What follows belongs to an exercise in optimizing a design on an open flow for small area, a short achievable clock period and few clock cycles per item; a production flow would make more cautious choices. Function was not checked in any run shown here: the RTL went through the layout flow alone.

**design.v**
```verilog
module Reconstructor(
    input enable,
    input CLK,
    input reset,
    input [7:0]height,
    input [7:0]width,
    input Vector_sig,
    input [7:0]mv_x,
    input [7:0]addr_x,
    input [7:0]mv_y,
    input [7:0]addr_y,
    output Nxt_block_sig,
    input [1:0]data_type,
    output [15:0]Tindex,
    input [5:0]pdi,
    output [15:0]index,
    output we,
    output [8:0]datax_out,
    output [8:0]datay_out,
    output [5:0]pdo
    );
localparam IDLE = 3'd0, WAIT = 3'd1, S1 = 3'd2, RD = 3'd3, TL = 3'd4, WR = 3'd5;
reg [2:0] state;
reg [15:0] N;             
reg [1:0] kN;             
reg [1:0] kP;             
reg pv;                   
reg tv;                   
reg [3:0] f;              
reg [4:0] preg;           
reg [1:0] btype;
reg [1:0] rx, ry;
reg ser;                  
always @(posedge CLK) begin
  rx <= mv_x[1:0];
  ry <= mv_y[1:0];
  ser <= (width == 8'd0) | (width == 8'd1) | (width == 8'd255);
end
wire hasx = |rx, hasy = |ry;
function [4:0] oa;
  input [1:0] k;
  input [1:0] rx, ry;
  reg [2:0] cx, cy;
  begin
    cx = k[0] ? {1'b0, rx} : (rx == 2'd0 ? 3'd4 : {1'b0, 2'd0 - rx});
    cy = k[1] ? {1'b0, ry} : (ry == 2'd0 ? 3'd4 : {1'b0, 2'd0 - ry});
    oa = cx * cy;
  end
endfunction
wire [4:0] oaN = oa(kN, rx, ry);
wire [4:0] pN = oaN + {btype, 2'b00};                           
wire [4:0] pN0 = oaN + {(tv ? btype : data_type), 2'b00};      
wire s_rd = (state == RD), s_tl = (state == TL), s_wr = (state == WR);
wire gt = {1'b0, preg} > pdi;
function [2:0] nextk;             
  input [1:0] k;
  input hx, hy;
  begin
    nextk[2] = (~k[0] & hx) | (~k[1] & hy);
    nextk[1:0] = (~k[0] & hx) ? {k[1], 1'b1} : 2'b10;
  end
endfunction
function [1:0] first;
  input [3:0] fl;
  first = fl[0] ? 2'd0 : fl[1] ? 2'd1 : fl[2] ? 2'd2 : 2'd3;
endfunction
function [2:0] target;
  input [2:0] st;
  input [1:0] k;
  input [3:0] fl;
  input sr, hx, hy;
  reg [2:0] n;
  begin
    n = nextk(k, hx, hy);
    target = {1'b0, k};
    case (st)
      S1: target = 3'd0;
      RD: if (n[2] & ~sr) target = {1'b0, n[1:0]};
      TL: if (|fl) target = {1'b0, first(fl)};
          else if (sr & n[2]) target = {1'b0, n[1:0]};
          else target = 3'b100;
      WR: if (|fl) target = {1'b0, first(fl)}; else target = 3'b100;
      default: target = 3'b100;
    endcase
  end
endfunction
wire [2:0] nk = nextk(kN, hasx, hasy);
wire nv = nk[2];
wire [3:0] fr = s_wr ? f & ~(4'b0001 << kN) : f;    
wire fany = |fr;
reg [2:0] ns;
always @(*)
  case (state)
    IDLE: ns = enable ? WAIT : IDLE;
    WAIT: ns = Vector_sig ? S1 : WAIT;
    S1:   ns = RD;
    RD:   ns = (~nv | ser) ? TL : RD;
    TL:   ns = fany ? WR : (ser & nv) ? RD : (~gt & Vector_sig) ? S1 : WAIT;
    WR:   ns = fany ? WR : WAIT;
    default: ns = IDLE;
  endcase
reg [3:0] fn;
always @(*) begin
  fn = f;
  case (state)
    S1: fn = 4'd0;
    RD: if (pv) fn[kP] = gt;
    WR: fn = fr;
    default: ;
  endcase
end
reg [1:0] tgt;
reg tmode;
wire [3:0] fnr = (ns == WR) ? fn & ~(4'b0001 << tgt) : fn;
wire [2:0] tn = target(ns, tgt, fnr, ser, hasx, hasy);
reg [7:0] ryc, rxc;
always @(posedge CLK) begin
  tgt <= tn[1:0];
  tmode <= tn[2];
  ryc <= addr_y + mv_y[7:2] + {7'd0, tn[1]};
  rxc <= addr_x + mv_x[7:2] + {7'd0, tn[0]};
end
wire [7:0] op = tmode ? addr_y : ryc;
wire [7:0] ax = tmode ? addr_x : rxc;
wire [15:0] W16 = {8'd0, width};
wire [15:0] M = {8'hFF, ~(width & {8{~op[0]}})}
              + (op[1] ? W16 << 1 : 16'd0) + (op[2] ? W16 << 2 : 16'd0)
              + (op[3] ? W16 << 3 : 16'd0) + (op[4] ? W16 << 4 : 16'd0)
              + (op[5] ? W16 << 5 : 16'd0) + (op[6] ? W16 << 6 : 16'd0)
              + (op[7] ? W16 << 7 : 16'd0) + {8'd0, ax};
wire tl_done = s_tl & ~fany & ~(ser & nv);    
assign Nxt_block_sig = (state == WAIT) | (tl_done & ~gt);
assign Tindex = N;
assign index = N;
assign we = (s_tl & gt) | s_wr;
assign pdo = {1'b0, pN};
assign datax_out = {1'b0, mv_x};
assign datay_out = {1'b0, mv_y};
always @(posedge CLK or posedge reset)
  if (reset)
    state <= IDLE;
  else
    state <= ns;
always @(posedge CLK) begin
  N <= M;
  kN <= tgt;
  f <= fn;
  case (state)
    S1: begin pv <= 1'b0; tv <= 1'b0; end
    RD: begin
      kP <= kN; pv <= 1'b1;
      preg <= pN0;
      if (~tv) btype <= data_type;
      tv <= 1'b1;
    end
    TL: pv <= 1'b0;
    default: ;
  endcase
end
endmodule
```
**flow/run.sh**
```bash
#!/bin/bash
# Standard layout, with every port buffered by sky130_fd_sc_hd__buf_1 and a
# clock tree of clkbuf_8 without dummy loads.
set -euo pipefail
export BUFFER_PORTS_ARGS="-buffer_cell sky130_fd_sc_hd__buf_1"
export CTS_ARGS="-sink_clustering_enable -repair_clock_nets -dont_use_dummy_load -buf_list sky130_fd_sc_hd__clkbuf_8 -sink_clustering_size 30 -sink_clustering_max_diameter 150"
bash standard.sh > standard.log 2>&1
```
**standard.sh**
```bash
#!/bin/bash
# synth_recipe.tcl (not shown) runs the flow's synth.tcl, then flattens the netlist and writes it again
# the make line also repeats each setting of config.mk as NAME=value (left out here)
make -C /OpenROAD-flow-scripts/flow DESIGN_CONFIG=/design/flow/config.mk WORK_HOME=/design/flow/orfs CLKGATE_MAP_FILE= SYNTH_SCRIPT=/design/flow/synth_recipe.tcl "${@:-finish}"
```
**config.mk**
```make
export PLATFORM = sky130hd
export DESIGN_NAME = Reconstructor
export DESIGN_NICKNAME = Reconstructor
export VERILOG_FILES = /design/flow/design.v
export SDC_FILE = /design/flow/constraint.sdc
export NUM_CORES = 4
export LEC_CHECK = 0
export ABC_CLOCK_PERIOD_IN_PS = 6000
export CAP_MARGIN = 20
export CORE_MARGIN = 2
export CORE_UTILIZATION = 40
export CTS_BUF_LIST = sky130_fd_sc_hd__clkbuf_8
export CTS_CLUSTER_SIZE = 30
export PLACE_DENSITY = 0.6
export SETUP_SLACK_MARGIN = 4.5
export SLEW_MARGIN = 20
```
**constraint.sdc**
```tcl
create_clock -name core_clock -period 11.0 [get_ports {CLK}]
set_input_delay 2.2000 -clock core_clock [delete_from_list [all_inputs] [get_ports {CLK}]]
set_output_delay 2.2000 -clock core_clock [all_outputs]
set_load 0.01 [all_outputs]
```
==> flow_summary.ini, run 1 <==
[global_route]
grt_use_met1_pct = 19.49
grt_overflow = 0
met3_usage_pct = 5.344
track_usage_pct = 17.24
met2_usage_pct = 31.18
gr-max-usage-layer = met2
grt_max_degree = 17
grt_pass1_vias = 4297
grt_pass1_wl_um = 19930
antenna_found_initial = 0

[min_path]
hold_class = reg2reg
hold_start = tgt[1]

[synth]
synthFlopType = dfxtp_1
synthArstFlopShare_pct = 5.000
yosysWarnings = 1
avgSynthCellArea_um2 = 9.447
synth_cells = 592
syn_area_um2 = 5593
synth.distinct_cells = 60
ys_ff_latch = 60
synth_edf_count = 11
synth-seq-area-share_pct = 23.71

[clock_network]
numCtsBuffers = 9
cts.sinks = 60
cts_tree = yes
htree_levels = 3
clock_path_buffers = 2
ctsHoldBuffers = 0
clock_latency_ns = 0.35
clk_pin_slew_worst_paths_ns = 0.07
cts_root_buffer = clkbuf_8

[routing]
first_iter_violations = 209
routed_wl_um = 11850
vias_per_cell = 4.930
routedWlPerCell_um = 14.05
dr.pass1.iters = 4
drtAntennaViolNets = 0
vias = 4156
route.detailed.drc = 0

[sta]
rsz0062_at_grt = false
worstMarginPinSlew_ns = 1.009
tns_ns = 0
fin_crit_ns = 6.256
fmax_ghz = 0.1599
finalSetupViolCount = 0
drv_slew = 0
fin_crit_sh_pct = 56.87
max-slew-margin-rel_pct = 32.67
hold_viol = 0
clock_skew_ns = 0.01590

[worst_setup_path]
crit_required_ns = 11.27
cp-end-kind = flop
cp_common_cell = fa_1
cpMaxStageDelayCell = fa_1
slowest_delay_ns = 0.55
critPathLaunch = addr_y[4]
worstPathCellList = buf_1, mux2_4, and2_1, fa_1, fa_1, fa_1, ha_1, ha_1, fa_1, a21o_1, a21oi_2, o21bai_1, a21oi_2, o21ai_1, a21o_1, a21oi_1, xnor2_1
r2r_start = tmode
critPathKind = in2reg
cp-start-kind = input pin
critical_path_buf_inv_count = 1
crit_arrival_ns = 6.52
cp_top_family = adder cells
path_max_fanout = 5

[placed_design]
io_buffers = 106
postPlaceCellArea_um2 = 5884
routabilityCongestion = 0.8464
hpwl_um = 9707

[floorplan]
die-area_um2 = 14940
core_um2 = 13770
die_height_um = 122.2
die_x_um = 122.2
rows = 43
start_util_pct = 40.61
ios = 118

[cells_and_area]
fin_area_um2 = 6081
drive_above_1_share_pct = 7.100
area_delta_synth_final_pct = 8.725
finalNetCount = 840

[run]
cap_viol_max_count = 0

[status]
status = finished clean
[placed cells by master, fill, tap and decap left out, drive strengths merged, types with 7 or more instances in the layout]
cell type,count
a21oi,23
and2,17
buf,111
clkbuf,9
dfxtp,46
edfxtp,11
fa,52
ha,64
inv,76
mux2,14
mux2i,8
nand2,74
nand2b,7
nor2,25
nor3,11
o21ai,20
xnor2,18
xor2,8
[cell type report]
cell class	instances	area, um2
fill	1388	7692
antenna	1	2.502
multi-input combinational	406	3681
inverter	76	285.3
clock buffer	9	123.9
timing repair buffer	111	436.7
tap	180	225.2
sequential	60	1326
[logic make-up after synthesis]
| group | after synthesis | synth area share (%) |
|---|---|---|
| flops | 60 | 23.71 |
| fa+ha+maj | 116 | 32.93 |
| xor+xnor | 26 | 4.072 |
| simple gates | 162 | 14.14 |
| buf+inv | 128 | 11.16 |
| other cells | 1 | 0.06705 |
| compound gates | 77 | 9.598 |
| mux | 22 | 4.318 |
[registers in the layout, summed over array words and instances (netlist names)]
signal	flops
tv	1
tgt	2
ry	2
f	4
pv	1
ser	1
state	3
preg	5
kN	2
rx	2
N	16
kP	2
btype	2
tmode	1
ryc	8
rxc	8
[cell usage after synthesis (all sizes together) (2+ instances only)]
| library cell | number | area [um2] |
|---|---|---|
| dfxtp | 46 | 920.9 |
| o22a | 2 | 17.52 |
| o22ai | 3 | 18.77 |
| ha | 64 | 800.8 |
| nand4 | 6 | 37.54 |
| mux2 | 14 | 161.4 |
| nor2 | 25 | 101.4 |
| nor2b | 6 | 37.54 |
| or3 | 5 | 36.28 |
| nand2 | 74 | 280.3 |
| o21bai | 2 | 26.28 |
| and2 | 17 | 106.4 |
| clkbuf | 10 | 37.54 |
| inv | 76 | 285.3 |
| xnor2 | 18 | 157.7 |
| nor3 | 11 | 55.05 |
| nand2b | 7 | 51.30 |
| edfxtp | 11 | 330.3 |
| nand4b | 2 | 23.77 |
| a21o | 5 | 37.54 |
| a211oi | 3 | 22.52 |
| o31ai | 3 | 22.52 |
| a21oi | 23 | 130.1 |
| o211ai | 3 | 22.52 |
| nand3 | 2 | 10.01 |
| a21boi | 3 | 22.52 |
| o21ai | 20 | 100.1 |
| fa | 52 | 1041 |
| nor4 | 3 | 18.77 |
| a41oi | 2 | 17.52 |
| buf | 42 | 301.5 |
| xor2 | 8 | 70.07 |
| mux2i | 8 | 80.08 |
| dfrtp | 3 | 75.07 |
[per-stage QoR]
| stage | setup slack [ns] | utilization, % | hold WS (ns) | instances |
|---|---|---|---|---|
| final | 4.744 | 44.15 | 0.4881 | 843 |
| after global routing | 4.497 | 44.13 | 0.4804 | 842 |
| after CTS | 4.542 | 43.74 | 0.4716 | 837 |
| after detailed placement | 3.954 | 42.72 | 0.4617 | 828 |
| after global placement | 4.032 | 42.72 | 0.4568 | 828 |
| after floorplan | 4.649 | - | 0.3290 | 594 |
[per-layer routing]
layer	up-vias	part of all wire (%)	routed length [um]
met5	-	0	0
met4	0	1.1	136
met3	12	5.8	687
met2	99	52	6186
met1	1999	41	4836
li1	2046	-	-
[final timing paths]
path                       endpoint  cells after the start  slack, ns
max in group asynchronous  state[0]                      2       9.20
max                           N[14]                     17       4.74
min in group asynchronous  state[1]                      2       1.67
min reg2reg                   kN[1]                      0       0.49
max reg2reg                   N[14]                     15       5.57
min                           kN[1]                      0       0.49
[what timing repair did]
item / in CTS / in global routing
pin swaps: 0 / 1
cloned: 0 / 0
setup buffers: 0 / 5
endpoints found under the hold margin: 0 / 0
setup endpoints to repair: 1 / 1
gates resized for setup: 5 / 4
==> inputs of run 2 (changes only) <==
--- a/design.v
+++ b/design.v
@@ -27,7 +27,6 @@
 reg pv;                   
 reg tv;                   
 reg [3:0] f;              
-reg [4:0] preg;           
 reg [1:0] btype;
 reg [1:0] rx, ry;
 reg ser;                  
@@ -47,11 +46,10 @@
     oa = cx * cy;
   end
 endfunction
-wire [4:0] oaN = oa(kN, rx, ry);
-wire [4:0] pN = oaN + {btype, 2'b00};                           
-wire [4:0] pN0 = oaN + {(tv ? btype : data_type), 2'b00};      
+wire [1:0] kQ = (state == RD) ? kP : kN;
+wire [4:0] pQ = oa(kQ, rx, ry) + {btype, 2'b00};
 wire s_rd = (state == RD), s_tl = (state == TL), s_wr = (state == WR);
-wire gt = {1'b0, preg} > pdi;
+wire gt = {1'b0, pQ} > pdi;
 function [2:0] nextk;             
   input [1:0] k;
   input hx, hy;
@@ -133,7 +131,7 @@
 assign Tindex = N;
 assign index = N;
 assign we = (s_tl & gt) | s_wr;
-assign pdo = {1'b0, pN};
+assign pdo = {1'b0, pQ};
 assign datax_out = {1'b0, mv_x};
 assign datay_out = {1'b0, mv_y};
 always @(posedge CLK or posedge reset)
@@ -149,7 +147,6 @@
     S1: begin pv <= 1'b0; tv <= 1'b0; end
     RD: begin
       kP <= kN; pv <= 1'b1;
-      preg <= pN0;
       if (~tv) btype <= data_type;
       tv <= 1'b1;
     end
==> run 2 against run 1 <==
  * Clock skew decreased by 0.0021 ns
  * Fmax decreased by 5.0%
==> flow_summary.ini, run 2 <==
[synth]
avgSynthCellArea_um2 = 9.087
synth_top_area_cell = fa_1
synth.distinct_cells = 67
synth_compound_area_share_pct = 10.22
synthAdderAreaFrac_pct = 32.85
synth_top_family_by_area = adder cells
synth_most_common_cell = inv_1
synth_cells = 602
yosysTopAreaCellShare_pct = 18.66
synth_edf_count = 6
synthArstFlopShare_pct = 5.455
synthXorXnorAreaFrac_pct = 4.003
synth_area_leaders = fa_1, dfxtp_1, ha_1
synth-seq-area-share_pct = 21.50
synthFlopType = dfxtp_1
netlist_top_cells_count = inv_1, nand2_1, ha_1
synthMuxAreaShare_pct = 3.385
yosys.area_share.simple_pct = 15.90
ys_ff_latch = 55
syn_area_um2 = 5470
yosysWarnings = 1

[clock_network]
numCtsBuffers = 5
cts_tree = yes
cts.sinks = 55
cts_root_buffer = clkbuf_8
ctsHoldBuffers = 0
clk_pin_slew_worst_paths_ns = 0.10
clock_latency_ns = 0.33
htree_levels = 2
clock_path_buffers = 2

[sta]
max-slew-margin-rel_pct = 38.52
rsz0062_at_grt = true
finalSetupViolCount = 0
worstMarginPinSlew_ns = 0.9210
fmax_ghz = 0.1519
clock_skew_ns = 0.01376
hold_viol = 0
fin_crit_ns = 6.582
tns_ns = 0
drv_slew = 0
fin_crit_sh_pct = 59.83

[worst_setup_path]
r2r_start = state[2]
critPathKind = reg2out
cp-start-kind = flop
critPathLaunch = state[2]
cp-end-kind = output port
crit_required_ns = 8.80
ff2ff_path_depth = 35
crit_arrival_ns = 4.38
path_max_fanout = 5

[routing]
dr.pass1.iters = 4
drtAntennaViolNets = 0
vias = 4264
first_iter_violations = 165
routed_wl_um = 12090
route.detailed.drc = 0
routedWlPerCell_um = 14.08
vias_per_cell = 4.964

[cells_and_area]
layout_common_cells = buf_1, inv_1, nand2_1, ha_1, fa_1
drive_above_1_share_pct = 14.20
area_delta_synth_final_pct = 13.29
top_register = N
final_common_cell = buf_1
top_regs = N x16, rxc x8, ryc x8
stdcell_count = 859
fillers = 1277
antenna-diode-count = 0
finalNetCount = 858
largest_reg_flops = 16

[placed_design]
routabilityCongestion = 0.8468
io_buffers = 106
placed_cells = 833
hpwl_um = 9373

[floorplan]
core_um2 = 13300
start_util_pct = 41.14
die_x_um = 120.9
ios = 118
rows = 42
die_height_um = 120.9
die-area_um2 = 14630

[global_route]
grt_max_degree = 17
grt_pass1_vias = 4299
track_usage_pct = 17.57
grt_pass1_wl_um = 20340
antenna_found_initial = 0
grt_overflow = 0

[status]
status = finished clean

[min_path]
hold_start = tgt[0]
hold_class = reg2reg
min_path_cells = 0

[run]
cap_viol_max_count = 0
## run 2: changes by cell type after synthesis, moves of 4 or more
cell      previous run  this run
and2_1              17        23
edfxtp_1            11         6
a31oi_1              0         4
inv_1               74        78
nor2_1              24        28
nor3_1              11         7
## run 2: per-stage QoR
step                      setup slack, ns  cell area (um2)  utilization [%]  hold slack, ns
final                               4.418             6197            46.61          0.5133
after global routing                4.225             6197            46.61          0.5451
after CTS                           4.393             6072            45.67          0.4787
after detailed placement            3.782             5742            43.19          0.4705
after global placement              3.860             5742            43.19          0.4691
after floorplan                     4.503             5482                -          0.3258
## run 2: cell type report
cell class / instances / area (um2) / area share (%)
Clock buffer: 5 / 68.82 / 1.110
Inverter: 80 / 310.3 / 5.007
Sequential cell: 55 / 1180 / 19.04
Timing Repair Buffer: 127 / 570.5 / 9.207
Multi-Input combinational cell: 416 / 3847 / 62.08
Tap cell: 176 / 220.2 / 3.553
## run 2: timing repair
| item | 4_1_cts | 5_1_grt |
|---|---|---|
| pin swaps | 18 | 26 |
| buffers inserted | 15 | 6 |
| setup endpoints to repair | 17 | 12 |
| gates resized for setup | 40 | 21 |
## run 2: per-layer routing
metal | track usage [%] | routed length (um) | vias up
li1 | - | - | 2092
met1 | 22.45 | 5249 | 2040
met2 | 30.37 | 6079 | 122
met3 | 3.430 | 609 | 10
met4 | 4.433 | 154 | 0
met5 | 0 | 0 | -
## run 2: cells by family (layout without fill, tap and decap cells)
| family | count (synthesis) | count (layout) |
|---|---|---|
| buf+inv | 133 | 212 |
| compound gates | 83 | 83 |
| xor+xnor | 25 | 25 |
| other cells | 1 | 3 |
| flops | 55 | 55 |
| simple gates | 175 | 175 |
| mux | 17 | 17 |
| fa+ha+maj | 113 | 113 |
## run 2: worst max-delay path, stage by stage, from the launching register on
cell	delay, ns
dfrtp_2	0.42
nand2b_4	0.16
inv_4	0.08
nand2_8	0.07
inv_8	0.09
nand2_4	0.05
a21boi_4	0.16
nor2_2	0.11
a21oi_2	0.05
or2_4	0.24
fa_2	0.33
inv_2	0.06
fa_1	0.41
ha_2	0.21
xnor2_2	0.14
xnor2_2	0.18
ha_4	0.29
and4b_1	0.23
and3_4	0.22
a21oi_4	0.04
nor2_2	0.10
nand4_1	0.11
a21oi_2	0.16
buf_2	0.13
## run 2: worst paths after layout
kind / endpoint / slack (ns)
max in group asynchronous: state[0] / 9.15
worst min register to register: kN[0] / 0.51
worst max register to register: rxc[6] / 4.63
worst min-delay path: kN[0] / 0.51
worst max-delay path: Nxt_block_sig / 4.42
min in group asynchronous: state[2] / 1.71
==> inputs of run 3 (changes only) <==
--- a/design.v
+++ b/design.v
@@ -27,6 +27,7 @@
 reg pv;                   
 reg tv;                   
 reg [3:0] f;              
+reg [4:0] preg;           
 reg [1:0] btype;
 reg [1:0] rx, ry;
 reg ser;                  
@@ -46,10 +47,11 @@
     oa = cx * cy;
   end
 endfunction
-wire [1:0] kQ = (state == RD) ? kP : kN;
-wire [4:0] pQ = oa(kQ, rx, ry) + {btype, 2'b00};
+wire [4:0] oaN = oa(kN, rx, ry);
+wire [4:0] pN = oaN + {btype, 2'b00};                           
+wire [4:0] pN0 = oaN + {(tv ? btype : data_type), 2'b00};      
 wire s_rd = (state == RD), s_tl = (state == TL), s_wr = (state == WR);
-wire gt = {1'b0, pQ} > pdi;
+wire gt = {1'b0, preg} > pdi;
 function [2:0] nextk;             
   input [1:0] k;
   input hx, hy;
@@ -131,7 +133,7 @@
 assign Tindex = N;
 assign index = N;
 assign we = (s_tl & gt) | s_wr;
-assign pdo = {1'b0, pQ};
+assign pdo = {1'b0, pN};
 assign datax_out = {1'b0, mv_x};
 assign datay_out = {1'b0, mv_y};
 always @(posedge CLK or posedge reset)
@@ -147,6 +149,7 @@
     S1: begin pv <= 1'b0; tv <= 1'b0; end
     RD: begin
       kP <= kN; pv <= 1'b1;
+      preg <= pN0;
       if (~tv) btype <= data_type;
       tv <= 1'b1;
     end
==> flow/run.sh (replaced) <==
#!/bin/bash
# Standard layout, with every port buffered by sky130_fd_sc_hd__buf_1 and a
# clock tree of clkbuf_8 without dummy loads.
set -euo pipefail
export BUFFER_PORTS_ARGS="-buffer_cell sky130_fd_sc_hd__buf_1"
export CTS_ARGS="-sink_clustering_enable -repair_clock_nets -dont_use_dummy_load -buf_list sky130_fd_sc_hd__clkbuf_16 -sink_clustering_size 64 -sink_clustering_max_diameter 500 -distance_between_buffers 200"
bash standard.sh > standard.log 2>&1
==> run 3 against run 2 <==
  * Register-to-register slack better by 0.95 ns
  * Worst hold slack worse by 0.034 ns
  * Routed wire length down 2.0%
  * Clock skew shrank 0.0016 ns
  * Cell count decreased by 1.9%
  * Via count shrank 2.3%
  * Synthesized cell count decreased by 1.7%
==> flow_summary.ini, run 3 <==
[cells_and_area]
post-route-util_pct = 44.90
top_regs = N x16, rxc x8, ryc x8
final_common_cell = buf_1
finalNetCount = 840
stdcell_count = 843
fillers = 1376
multi_input_area_um2 = 3681
layout_common_cells = buf_1, inv_1, nand2_1, ha_1, fa_1
area_delta_synth_final_pct = 10.58
drive_above_1_share_pct = 7.402
top_register = N
seq_area_um2 = 1326
fin_area_um2 = 6185
largest_reg_flops = 16

[routing]
vias_per_cell = 4.942
routed_wl_um = 11850
first_iter_violations = 213
route.detailed.drc = 0
drtAntennaViolNets = 0
routedWlPerCell_um = 14.06
vias = 4166
dr.pass1.iters = 4

[global_route]
grt_pass1_vias = 4284
grt_max_degree = 17
met3_usage_pct = 5.251
grt_overflow = 0
gr-max-usage-layer = met2
antenna_found_initial = 0
met2_usage_pct = 31.08
grt_pass1_wl_um = 19950
track_usage_pct = 17.29
grt_use_met1_pct = 19.52

[sta]
fmax_ghz = 0.1593
finalSetupViolCount = 0
fin_crit_sh_pct = 57.07
worstMarginPinSlew_ns = 1.024
max-slew-margin-rel_pct = 31.66
rsz0062_at_grt = false
clock_skew_ns = 0.01221
hold_viol = 0
fin_crit_ns = 6.278
tns_ns = 0
drv_slew = 0

[clock_network]
htree_levels = 3
cts_tree = yes
cts_root_buffer = clkbuf_16
clock_latency_ns = 0.33
clock_path_buffers = 2
cts.sinks = 60
clk_pin_slew_worst_paths_ns = 0.05
numCtsBuffers = 9

[floorplan]
die_height_um = 122.2
core_um2 = 13770
start_util_pct = 40.61
ios = 118
die-area_um2 = 14940
rows = 43
die_x_um = 122.2

[placed_design]
placed_cells = 828
io_buffers = 106
hpwl_um = 9707
postPlaceCellArea_um2 = 5884
routabilityCongestion = 0.8464

[synth]
netlist_top_cells_count = inv_1, nand2_1, ha_1
synth_area_leaders = fa_1, dfxtp_1, ha_1
synth.distinct_cells = 60
synthFlopType = dfxtp_1
synth-seq-area-share_pct = 23.71
ys_ff_latch = 60
synth_most_common_cell = inv_1
yosysWarnings = 1
synthArstFlopShare_pct = 5.000
synth_cells = 592
avgSynthCellArea_um2 = 9.447
yosysTopAreaCellShare_pct = 18.61
syn_area_um2 = 5593
synth_edf_count = 11
synth_top_area_cell = fa_1

[worst_setup_path]
slowest_delay_ns = 0.55
critPathKind = in2reg
cp_common_cell = fa_1
cpMaxStageDelayCell = fa_1
cp-end-kind = flop
path_max_fanout = 5
cp-start-kind = input pin
r2r_setup_slack_ns = 5.58
crit_arrival_ns = 6.53
crit_required_ns = 11.25
worstPathCellList = buf_1, mux2_4, and2_1, fa_1, fa_1, fa_1, ha_1, ha_1, fa_1, a21o_1, a21oi_2, o21bai_1, a21oi_2, o21ai_1, a21o_1, a21oi_1, xnor2_1

[run]
cap_viol_max_count = 0

[min_path]
hold_class = reg2reg

[status]
status = finished clean
==> run 3: changes by cell type in the layout (fill, tap and decap cells not counted), moves of 4 or more <==
cell       delta
clkbuf_8      -5
and2_1        -6
buf_4        -15
fa_1          +4
a21oi_1      +11
ha_1          +4
clkbuf_16     +9
a21oi_2       -7
nor2_2        -6
edfxtp_1      +5
nor3_1        +4
==> run 3: path summary, 6_finish.rpt <==
path	start	endpoint	cells past startpoint
max	addr_y[4]	N[14]	17
min	tgt[1]	kN[1]	0
max reg2reg	tmode	N[14]	15
min reg2reg	tgt[1]	kN[1]	0
max in group asynchronous	reset	state[0]	2
min in group asynchronous	reset	state[1]	2
==> run 3: cell families (layout without fill, tap and decap cells) <==
logic type | Yosys count | count (layout) | share of synthesized area [%]
other cells | 1 | 4 | 0.06705
compound gates | 77 | 77 | 9.598
simple gates | 162 | 162 | 14.14
fa+ha+maj | 116 | 116 | 32.93
buf+inv | 128 | 196 | 11.16
mux | 22 | 22 | 4.318
xor+xnor | 26 | 26 | 4.072
flops | 60 | 60 | 23.71
==> run 3: timing repair <==
action                     4_1_cts  5_1_grt
gates resized for setup          5        6
setup endpoints to repair        1        1
hold buffers                     0        0
pin swaps                        0        1
setup buffers                    0        5
==> run 3: layer usage <==
layer	vias to the layer above	part of all wire, %
met4	0	1.2
met2	93	52
met1	2017	41
met3	11	5.6
met5	-	0
li1	2045	-
==> run 3: critical path, delay by kind of cell <==
kind	cells	cell delay (ns)
fa+ha+maj	6	2.46
compound gates	7	1.13
mux	1	0.30
simple gates	1	0.19
xor+xnor	1	0.13
buf+inv	1	0.10
==> run 3: final cells by class <==
class,instances,share of cell area [%]
antenna,1,0.04046
clock buffer,9,3.642
inverter,76,4.613
multi-input combinational,406,59.52
sequential,60,21.44
tap,180,3.642
timing repair buffer,111,7.101
==> run 3: stage by stage <==
step	hold slack (ns)	setup WS, ns
5_1_grt	0.4775	4.496
3_3_place_gp	0.4568	4.032
3_5_place_dp	0.4617	3.954
6_report	0.4796	4.722
2_1_floorplan	0.3290	4.649
4_1_cts	0.4692	4.519
==> inputs of run 4 (changes only) <==
==> flow/run.sh (replaced) <==
#!/bin/bash
# Standard layout, with every port buffered by sky130_fd_sc_hd__buf_1 and a
# clock tree of clkbuf_8 without dummy loads.
set -euo pipefail
export BUFFER_PORTS_ARGS="-buffer_cell sky130_fd_sc_hd__buf_1"
export CTS_ARGS="-sink_clustering_enable -repair_clock_nets -dont_use_dummy_load -buf_list sky130_fd_sc_hd__clkbuf_8 -sink_clustering_size 64 -sink_clustering_max_diameter 500"
bash standard.sh > standard.log 2>&1
==> run 4 against run 3 <==
  * Routed wire length hardly changed
  * Core utilization shrank 0.75 points
  * Count of clock-buffer cells in the layout did not move
  * Die area unchanged
  * Sequential share of layout area grew 0.37 points
  * Worst hold slack improved by 0.0086 ns
  * Non-clock buffer count is the same
  * Critical endpoint unchanged
  * Highest routed layer unchanged
==> flow_summary.ini, run 4 <==
[sta]
fmax_ghz = 0.1599
rsz0062_at_grt = false
drv_slew = 0
max-slew-margin-rel_pct = 32.67
tns_ns = 0
worstMarginPinSlew_ns = 1.009
setup_ws_ns = 4.744
fin_crit_sh_pct = 56.87
hold_viol = 0
fin_crit_ns = 6.256
finalSetupViolCount = 0
holdWs_ns = 0.4881
clock_skew_ns = 0.01590

[routing]
drtAntennaViolNets = 0
route.detailed.drc = 0
first_iter_violations = 209
vias_per_cell = 4.930
routedWlPerCell_um = 14.05
routed_wl_um = 11850
dr.pass1.iters = 4
vias = 4156

[floorplan]
ios = 118
rows = 43
start_util_pct = 40.61
die-area_um2 = 14940
die_height_um = 122.2
core_um2 = 13770
die_x_um = 122.2

[global_route]
met2_usage_pct = 31.18
grt_pass1_wl_um = 19930
track_usage_pct = 17.24
grt_max_degree = 17
grt_pass1_vias = 4297
grt_use_met1_pct = 19.49
gr-max-usage-layer = met2
met3_usage_pct = 5.344
grt_overflow = 0
antenna_found_initial = 0

[placed_design]
io_buffers = 106
routabilityCongestion = 0.8464
pre_cts_ws_ns = 3.954
placed_cells = 828
hpwl_um = 9707

[worst_setup_path]
critPathKind = in2reg
cp_common_cell = fa_1
cp-start-kind = input pin
worstPathCellList = buf_1, mux2_4, and2_1, fa_1, fa_1, fa_1, ha_1, ha_1, fa_1, a21o_1, a21oi_2, o21bai_1, a21oi_2, o21ai_1, a21o_1, a21oi_1, xnor2_1
slowest_delay_ns = 0.55
crit_arrival_ns = 6.52
r2r_setup_slack_ns = 5.57
cpMaxStageDelayCell = fa_1
cp_top_family = adder cells
cp-end-kind = flop
path_max_fanout = 5
critical_path_buf_inv_count = 1
crit_required_ns = 11.27

[synth]
synth.distinct_cells = 60
synth-seq-area-share_pct = 23.71
ys_ff_latch = 60
yosysTopAreaCellShare_pct = 18.61
synth_most_common_cell = inv_1
synthMuxAreaShare_pct = 4.318
synthAdderAreaFrac_pct = 32.93
yosysWarnings = 1
synthXorXnorAreaFrac_pct = 4.072
synth_cells = 592
synth_edf_count = 11
avgSynthCellArea_um2 = 9.447
synthFlopType = dfxtp_1
synth_top_area_cell = fa_1
syn_area_um2 = 5593
synth_top_family_by_area = adder cells
synth_area_leaders = fa_1, dfxtp_1, ha_1
yosys.area_share.simple_pct = 14.14
synthArstFlopShare_pct = 5.000
netlist_top_cells_count = inv_1, nand2_1, ha_1
synth_compound_area_share_pct = 9.597

[cells_and_area]
largest_reg_flops = 16
final_common_cell = buf_1
area_delta_synth_final_pct = 8.725
top_register = N
finalNetCount = 840
layout_common_cells = buf_1, inv_1, nand2_1, ha_1, fa_1
drive_above_1_share_pct = 7.100
top_regs = N x16, rxc x8, ryc x8
stdcell_count = 843

[min_path]
hold_class = reg2reg

[clock_network]
htree_levels = 3
clock_path_buffers = 2
clk_pin_slew_worst_paths_ns = 0.07
cts_tree = yes
numCtsBuffers = 9
cts.sinks = 60
clock_latency_ns = 0.35
cts_root_buffer = clkbuf_8
ctsHoldBuffers = 0

[status]
status = finished clean

[run]
cap_viol_max_count = 0
## run 4: changes by cell type in the layout (fill, tap and decap cells not counted)
| cell | before | now |
|---|---|---|
| clkbuf_8 | 0 | 9 |
| clkbuf_16 | 9 | 0 |
| clkbuf_2 | 2 | 0 |
| buf_1 | 103 | 105 |
## run 4: final cells by class
cell class                      count  area (um2)
Multi-Input combinational cell    406        3681
Timing Repair Buffer              111       436.7
Clock buffer                        9       123.9
Tap cell                          180       225.2
Fill cell                        1388        7692
Inverter                           76       285.3
Sequential cell                    60        1326
Antenna cell                        1       2.502
## run 4: through the flow
stage / utilization [%] / cell area, um2
2_1_floorplan: - / 5600
3_3_place_gp: 42.72 / 5884
3_5_place_dp: 42.72 / 5884
6_report: 44.15 / 6081
5_1_grt: 44.13 / 6078
4_1_cts: 43.74 / 6025
## run 4: path summary, 6_finish.rpt
kind                                 from       end  depth (start not counted)
min in group asynchronous           reset  state[1]                          2
worst min-delay path               tgt[1]     kN[1]                          0
max in group asynchronous           reset  state[0]                          2
worst min register to register     tgt[1]     kN[1]                          0
worst max register to register      tmode     N[14]                         15
worst max-delay path            addr_y[4]     N[14]                         17
## run 4: logic make-up (layout without fill, tap and decap cells)
group           count (synthesis)  in the layout
mux                            22             22
fa+ha+maj                     116            116
buf+inv                       128            196
other cells                     1              4
xor+xnor                       26             26
simple gates                  162            162
compound gates                 77             77
flops                          60             60
## run 4: routing by layer
metal  part of all wire (%)  routed length (um)  vias to the layer above
li1                       -                   -                     2046
met1                     41                4836                     1999
met2                     52                6186                       99
met3                    5.8                 687                       12
met4                    1.1                 136                        0
met5                      0                   0                        -
## run 4: repair_timing
item | 4_1_cts | 5_1_grt
pin swaps | 0 | 1
setup endpoints to repair | 1 | 1
setup buffers | 0 | 5
resized for setup | 5 | 4
## run 4: worst reg2reg max path: stages, from the launching register on
cell and delay, ns:
dfxtp_1 0.98, mux2_2 0.53, and2_1 0.21, fa_1 0.54, fa_1 0.45, fa_1 0.52, fa_1 0.49, ha_1 0.35
a21o_1 0.21, a21oi_2 0.17, o21bai_1 0.10, a21oi_2 0.18, o21ai_1 0.13, a21o_1 0.19, a21oi_1 0.17, xnor2_1 0.13
==> inputs of run 5 (changes only) <==
--- a/design.v
+++ b/design.v
@@ -21,7 +21,7 @@
     );
 localparam IDLE = 3'd0, WAIT = 3'd1, S1 = 3'd2, RD = 3'd3, TL = 3'd4, WR = 3'd5;
 reg [2:0] state;
-reg [15:0] N;             
+reg [15:0] NS, NC;        
 reg [1:0] kN;             
 reg [1:0] kP;             
 reg pv;                   
@@ -122,14 +122,33 @@
 end
 wire [7:0] op = tmode ? addr_y : ryc;
 wire [7:0] ax = tmode ? addr_x : rxc;
+function [31:0] csa;               
+  input [15:0] a, b, c;
+  begin
+    csa[15:0] = a ^ b ^ c;
+    csa[31:16] = {(a[14:0] & b[14:0]) | (a[14:0] & c[14:0]) | (b[14:0] & c[14:0]), 1'b0};
+  end
+endfunction
 wire [15:0] W16 = {8'd0, width};
-wire [15:0] M = {8'hFF, ~(width & {8{~op[0]}})}
-              + (op[1] ? W16 << 1 : 16'd0) + (op[2] ? W16 << 2 : 16'd0)
-              + (op[3] ? W16 << 3 : 16'd0) + (op[4] ? W16 << 4 : 16'd0)
-              + (op[5] ? W16 << 5 : 16'd0) + (op[6] ? W16 << 6 : 16'd0)
-              + (op[7] ? W16 << 7 : 16'd0) + {8'd0, ax};
+wire [15:0] r0 = {8'hFF, ~(width & {8{~op[0]}})};
+wire [15:0] r1 = op[1] ? W16 << 1 : 16'd0;
+wire [15:0] r2 = op[2] ? W16 << 2 : 16'd0;
+wire [15:0] r3 = op[3] ? W16 << 3 : 16'd0;
+wire [15:0] r4 = op[4] ? W16 << 4 : 16'd0;
+wire [15:0] r5 = op[5] ? W16 << 5 : 16'd0;
+wire [15:0] r6 = op[6] ? W16 << 6 : 16'd0;
+wire [15:0] r7 = op[7] ? W16 << 7 : 16'd0;
+wire [15:0] r8 = {8'd0, ax};
+wire [31:0] a1 = csa(r0, r1, r2);
+wire [31:0] a2 = csa(r3, r4, r5);
+wire [31:0] a3 = csa(r6, r7, r8);
+wire [31:0] b1 = csa(a1[15:0], a1[31:16], a2[15:0]);
+wire [31:0] b2 = csa(a2[31:16], a3[15:0], a3[31:16]);
+wire [31:0] c1 = csa(b1[15:0], b1[31:16], b2[15:0]);
+wire [31:0] d1 = csa(c1[15:0], c1[31:16], b2[31:16]);
 wire tl_done = s_tl & ~fany & ~(ser & nv);    
 assign Nxt_block_sig = (state == WAIT) | (tl_done & ~gt);
+wire [15:0] N = NS + NC;
 assign Tindex = N;
 assign index = N;
 assign we = (s_tl & gt) | s_wr;
@@ -142,7 +161,8 @@
   else
     state <= ns;
 always @(posedge CLK) begin
-  N <= M;
+  NS <= d1[15:0];
+  NC <= d1[31:16];
   kN <= tgt;
   f <= fn;
   case (state)
==> flow/run.sh (replaced) <==
#!/bin/bash
# Standard layout, with every port buffered by sky130_fd_sc_hd__buf_1 and a
# clock tree of clkbuf_8 without dummy loads.
set -euo pipefail
export BUFFER_PORTS_ARGS="-buffer_cell sky130_fd_sc_hd__buf_1"
export CTS_ARGS="-sink_clustering_enable -repair_clock_nets -dont_use_dummy_load -buf_list sky130_fd_sc_hd__clkbuf_8 -sink_clustering_size 30 -sink_clustering_max_diameter 150"
bash standard.sh > standard.log 2>&1
==> run 5 against run 4 <==
  * Still clean
  * Routed wire length grew 4.1%
  * Non-clock buffer count shrank 5
  * Synthesized cell count grew 11%
  * First-iteration DRC count shrank 3.3%
  * Highest routed layer unchanged
==> flow_summary.ini, run 5 <==
[clock_network]
clk_pin_slew_worst_paths_ns = 0.07
cts_tree = yes
cts.sinks = 74
clock_path_buffers = 2
numCtsBuffers = 9
cts_setup_buffers = 0
clock_latency_ns = 0.37
ctsHoldBuffers = 0
htree_levels = 3
cts-resized-gates = 0
cts_root_buffer = clkbuf_8

[synth]
synth_edf_count = 11
synthAdderAreaFrac_pct = 30.27
synthMuxAreaShare_pct = 3.419
syn_area_um2 = 6257
synth_compound_area_share_pct = 10.32
synthArstFlopShare_pct = 4.054
synthXorXnorAreaFrac_pct = 3.219
synth_cells = 657
synth_most_common_cell = inv_1
yosys.area_share.simple_pct = 16.10
synthFlopType = dfxtp_1
netlist_top_cells_count = inv_1, ha_1, dfxtp_1
yosysTopAreaCellShare_pct = 19.20
synth.distinct_cells = 69
synth_area_leaders = dfxtp_1, fa_1, ha_1
avgSynthCellArea_um2 = 9.524
yosysWarnings = 1
synth_top_family_by_area = adder cells
synth_top_area_cell = dfxtp_1
ys_ff_latch = 74
synth-seq-area-share_pct = 25.67

[worst_setup_path]
reg2reg_to = rxc[7]
r2r_setup_slack_ns = 6.76
crit_arrival_ns = 3.76
slowest_delay_ns = 0.34
cp-end-kind = output port
cp_top_family = compound AO/OA/AOI/OAI gates
cp_common_cell = a21oi_1
cpMaxStageDelayCell = o21ai_1
path_max_fanout = 6
cp-start-kind = input pin
worstPathCellList = buf_1, inv_1, ha_1, a21oi_1, a21oi_1, o21ai_1, nand4_1, a21oi_1, buf_1
crit_required_ns = 8.80
critPathKind = in2out
ff2ff_path_depth = 15
r2r_start = state[0]
critical_path_buf_inv_count = 3

[cells_and_area]
top_register = NS
finalNetCount = 903
top_regs = NS x16, NC x14
area_delta_synth_final_pct = 7.019
final_common_cell = buf_1
fin_area_um2 = 6696
largest_reg_flops = 16
layout_common_cells = buf_1, inv_1, ha_1, dfxtp_1, fa_1
fillers = 1521
antenna-diode-count = 0
drive_above_1_share_pct = 4.986
post-route-util_pct = 43.89

[sta]
worstMarginPinSlew_ns = 0.8950
fmax_ghz = 0.1677
clock_skew_ns = 0.02820
rsz0062_at_grt = false
fin_crit_ns = 5.962
drv_slew = 0
tns_ns = 0
holdWs_ns = 0.4617
finalSetupViolCount = 0
fin_crit_sh_pct = 54.20
hold_viol = 0
max-slew-margin-rel_pct = 40.25

[floorplan]
die-area_um2 = 16660
die_height_um = 129.1
ios = 118
die_x_um = 129.1
rows = 45
core_um2 = 15260
start_util_pct = 41.01

[routing]
dr.pass1.iters = 4
first_iter_violations = 202
route.detailed.drc = 0
vias_per_cell = 4.920
routedWlPerCell_um = 13.22
vias = 4590
routed_wl_um = 12340
drtAntennaViolNets = 0

[global_route]
grt_overflow = 0
grt_pass1_vias = 4628
grt_max_degree = 17
grt_pass1_wl_um = 20810
antenna_found_initial = 0
track_usage_pct = 15.85

[min_path]
hold_class = reg2reg
min_path_cells = 0
hold_start = tgt[0]
hold_end = kN[0]

[placed_design]
routabilityCongestion = 0.8575
postPlaceCellArea_um2 = 6573
hpwl_um = 10360
io_buffers = 106

[status]
status = finished clean

[run]
cap_viol_max_count = 0
==> run 5: worst reg2reg max path: cells and delay by family, from the launching register on <==
family,cells,cell delay [ns]
fa+ha+maj,1,0.43
flops,1,0.63
simple gates,3,0.56
xor+xnor,1,0.14
compound gates,10,2.37
==> run 5: stage by stage <==
step	setup WS [ns]	cells
detailed placement	4.800	924
CTS	5.033	933
floorplan	5.376	659
global placement	4.963	924
finish	5.038	933
global route	4.798	933
==> run 5: cell type report <==
type	count	area [um2]	area share, %
clock buffers	9	123.9	1.850
inverters	88	330.3	4.933
multi-input cells	445	3974	59.34
flip-flops and latches	74	1607	23.99
well taps	211	264.0	3.942
repair buffers	106	397.9	5.942
==> run 5: kinds of logic (layout without fill, tap and decap cells) <==
logic type               count (synthesis)  count (layout)
AND/OR/NAND/NOR                        189             189
buffers and inverters                  140             203
adder cells (fa/ha/maj)                119             119
AO/OA/AOI/OAI                           91              91
flip-flops                              74              74
XOR/XNOR                                23              23
multiplexers                            20              20
other                                    1               3
==> run 5: worst max path at each step <==
stage                 from       endpoint  cells after the start
floorplan           pdi[2]  Nxt_block_sig                      7
global placement    pdi[2]         rxc[7]                     18
detailed placement  pdi[2]         rxc[7]                     18
CTS                 pdi[2]  Nxt_block_sig                      9
global route        pdi[2]         rxc[7]                     18
finish              pdi[2]  Nxt_block_sig                      9
==> run 5: metal layers <==
metal	up-vias	track usage (%)	wire length, um
li1	2263	-	-
met1	2213	19.84	5689
met2	102	27.36	5920
met3	12	3.427	543
met4	0	5.115	182
met5	-	0	0
==> inputs of run 6 (changes only) <==
--- a/design.v
+++ b/design.v
@@ -27,7 +27,6 @@
 reg pv;                   
 reg tv;                   
 reg [3:0] f;              
-reg [4:0] preg;           
 reg [1:0] btype;
 reg [1:0] rx, ry;
 reg ser;                  
@@ -47,11 +46,10 @@
     oa = cx * cy;
   end
 endfunction
-wire [4:0] oaN = oa(kN, rx, ry);
-wire [4:0] pN = oaN + {btype, 2'b00};                           
-wire [4:0] pN0 = oaN + {(tv ? btype : data_type), 2'b00};      
+wire [1:0] kQ = (state == RD) ? kP : kN;
+wire [4:0] pQ = oa(kQ, rx, ry) + {btype, 2'b00};
 wire s_rd = (state == RD), s_tl = (state == TL), s_wr = (state == WR);
-wire gt = {1'b0, preg} > pdi;
+wire gt = {1'b0, pQ} > pdi;
 function [2:0] nextk;             
   input [1:0] k;
   input hx, hy;
@@ -152,7 +150,7 @@
 assign Tindex = N;
 assign index = N;
 assign we = (s_tl & gt) | s_wr;
-assign pdo = {1'b0, pN};
+assign pdo = {1'b0, pQ};
 assign datax_out = {1'b0, mv_x};
 assign datay_out = {1'b0, mv_y};
 always @(posedge CLK or posedge reset)
@@ -169,7 +167,6 @@
     S1: begin pv <= 1'b0; tv <= 1'b0; end
     RD: begin
       kP <= kN; pv <= 1'b1;
-      preg <= pN0;
       if (~tv) btype <= data_type;
       tv <= 1'b1;
     end
==> run 6 against run 5 <==
  * Core utilization up 1.2 points
  * Routed wire length up 1.6%
  * Count of clock-buffer cells in the layout unchanged
  * Still clean
  * Global-route usage grew 0.88 points
  * Worst setup slack lost 0.80 ns
  * Critical endpoint unchanged
==> flow_summary.ini, run 6 <==
[synth]
synth_edf_count = 6
netlist_top_cells_count = inv_1, ha_1, dfxtp_1
synth_top_area_cell = dfxtp_1
synth_cells = 650
syn_area_um2 = 6153
synthFlopType = dfxtp_1
synth-seq-area-share_pct = 23.67
avgSynthCellArea_um2 = 9.467
ys_ff_latch = 69
yosysTopAreaCellShare_pct = 19.52
synth_most_common_cell = inv_1
synth.distinct_cells = 76
synth_area_leaders = dfxtp_1, fa_1, ha_1
synthArstFlopShare_pct = 4.348
yosysWarnings = 1

[clock_network]
cts.sinks = 69
numCtsBuffers = 9
ctsHoldBuffers = 0
htree_levels = 3
clk_pin_slew_worst_paths_ns = 0.06
cts_root_buffer = clkbuf_8
clock_latency_ns = 0.37
cts_tree = yes
clock_path_buffers = 2

[global_route]
grt_max_degree = 17
antenna_found_initial = 0
grt_pass1_wl_um = 21800
grt_overflow = 0
grt_pass1_vias = 4723
track_usage_pct = 16.73

[cells_and_area]
antenna-diode-count = 0
finalNetCount = 905
final_common_cell = buf_1
area_delta_synth_final_pct = 10.47
fillers = 1452
largest_reg_flops = 16
drive_above_1_share_pct = 11.97
top_register = NS
post-route-util_pct = 45.05
top_regs = NS x16, NC x14
layout_common_cells = buf_1, inv_1, ha_1, dfxtp_1, fa_1

[sta]
fin_crit_sh_pct = 61.45
fmax_ghz = 0.1479
tns_ns = 0
drv_slew = 0
clock_skew_ns = 0.02827
worstMarginPinSlew_ns = 0.8867
rsz0062_at_grt = true
finalSetupViolCount = 0
fin_crit_ns = 6.759
max-slew-margin-rel_pct = 40.81
hold_viol = 0

[status]
status = finished clean

[worst_setup_path]
cpMaxStageDelayCell = fa_1
crit_arrival_ns = 4.56
path_max_fanout = 5
cp-end-kind = output port
worstPathCellList = nand3b_4, nor2_4, a21oi_4, mux2i_2, or2_4, fa_2, inv_2, fa_1, ha_2, xnor2_2, xnor2_2, ha_1, and4b_1, o21a_2, o21a_1, nor4_4, nand2_1, mux2_4, nor2_4, buf_6
slowest_delay_ns = 0.42
crit_required_ns = 8.80
cp-start-kind = flop
critPathKind = reg2out

[floorplan]
start_util_pct = 40.78
core_um2 = 15090
die_x_um = 128.0
die_height_um = 128.0
die-area_um2 = 16390
rows = 45
ios = 118

[routing]
drtAntennaViolNets = 0
vias = 4595
route.detailed.drc = 0
routedWlPerCell_um = 13.70
vias_per_cell = 5.022
dr.pass1.iters = 4
first_iter_violations = 140
routed_wl_um = 12540

[run]
cap_viol_max_count = 0

[placed_design]
io_buffers = 106
routabilityCongestion = 0.8167
hpwl_um = 9945

[min_path]
hold_class = reg2reg
## run 6: cell types whose count changed in the layout (fill, tap and decap cells not counted), sizes merged, moves of 3 or more
| cell | change |
|---|---|
| edfxtp | -5 |
| buf | +14 |
| nor2 | -6 |
| o211ai | +3 |
| o21bai | +3 |
## run 6: worst max-delay path, delay by kind of cell, from the launching register on
family	cells	cell delay (ns)
xor gates and xnor gates	2	0.29
muxes	2	0.46
adders and majority gates	4	1.25
DFF	1	0.41
buffers and inverters	2	0.17
and+or+nand+nor	7	1.22
AOI/OAI and AO/OA	3	0.42
## run 6: logic make-up after synthesis
logic type,synth area share (%)
other cells,0.06094
fa+ha+maj,30.05
xor+xnor,3.558
flops,23.67
buf+inv,11.43
compound gates,11.24
mux,3.477
simple gates,16.51
## run 6: area by class of cell
type | instances | area, um2 | area share [%]
multi-input cells | 441 | 4135 | 60.83
well taps | 188 | 235.2 | 3.460
inverters | 88 | 330.3 | 4.859
clock buffers | 9 | 123.9 | 1.822
flip-flops and latches | 69 | 1464 | 21.54
repair buffers | 120 | 509.2 | 7.491
## run 6: path summary, 6_finish.rpt
check	from	to	slack, ns	depth (start not counted)
min in group asynchronous	reset	state[0]	1.68	2
setup / recovery	state[2]	Nxt_block_sig	4.24	20
max in group asynchronous	reset	state[0]	9.18	2
hold reg to reg	tgt[1]	kN[1]	0.50	0
hold / removal	tgt[1]	kN[1]	0.50	0
setup reg to reg	state[2]	ryc[6]	4.90	28
## run 6: layer usage
layer | GRT usage, % | routed length (um) | part of all wire, % | vias up
met5 | 0 | 0 | 0 | -
met4 | 5.430 | 202 | 1.6 | 0
met3 | 3.548 | 521 | 4.2 | 13
met2 | 28.37 | 6025 | 48 | 102
met1 | 21.32 | 5786 | 46 | 2224
li1 | - | - | - | 2256
## run 6: what timing repair did
action,in CTS,in global routing
pin swaps,15,8
setup buffers,12,2
gates resized for setup,15,11
setup endpoints to repair,7,6
## run 6: metrics by stage
stage               cell area (um2)  hold slack, ns  cells  setup slack, ns
finish                         6798          0.4976    915            4.241
global route                   6798          0.5234    915            3.991
CTS                            6753          0.4931    913            4.126
detailed placement             6507          0.4981    892            3.814
global placement               6507          0.4845    892            3.895
floorplan                      6247          0.3258    652            4.532

[port drivers added, routing unchanged]
The flow's constraints put no driver on any port. The routed layouts listed below were extracted and timed again, unchanged, in two steps. Step 1 sets driving cells, clkbuf_16 on the clock port and buf_2 on the other inputs (assumed; they add their load-dependent delay and slew). Step 2 also shifts input and output timing later by t, the mid clock arrival at the registers, as if the neighbouring blocks saw the same clock. Slacks: no drivers / after step 1 / after step 2; pairs: no drivers / after step 1.
| run | shift t [ns] | setup WS [ns] | worst setup path at the end |
|---|---|---|---|
| run 1 | 0.379 | 4.744 / 4.710 / 4.331 | input to register |
| run 2 | 0.359 | 4.418 / 4.381 / 4.320 | input to register |
| run 3 | 0.366 | 4.722 / 4.740 / 4.373 | input to register |
| run 4 | 0.379 | 4.744 / 4.710 / 4.331 | input to register |
| run 5 | 0.389 | 5.038 / 5.016 / 4.852 | input to register |
| run 6 | 0.387 | 4.241 / 4.205 / 4.592 | register to output |
After both steps setup and hold are still met in every run listed.
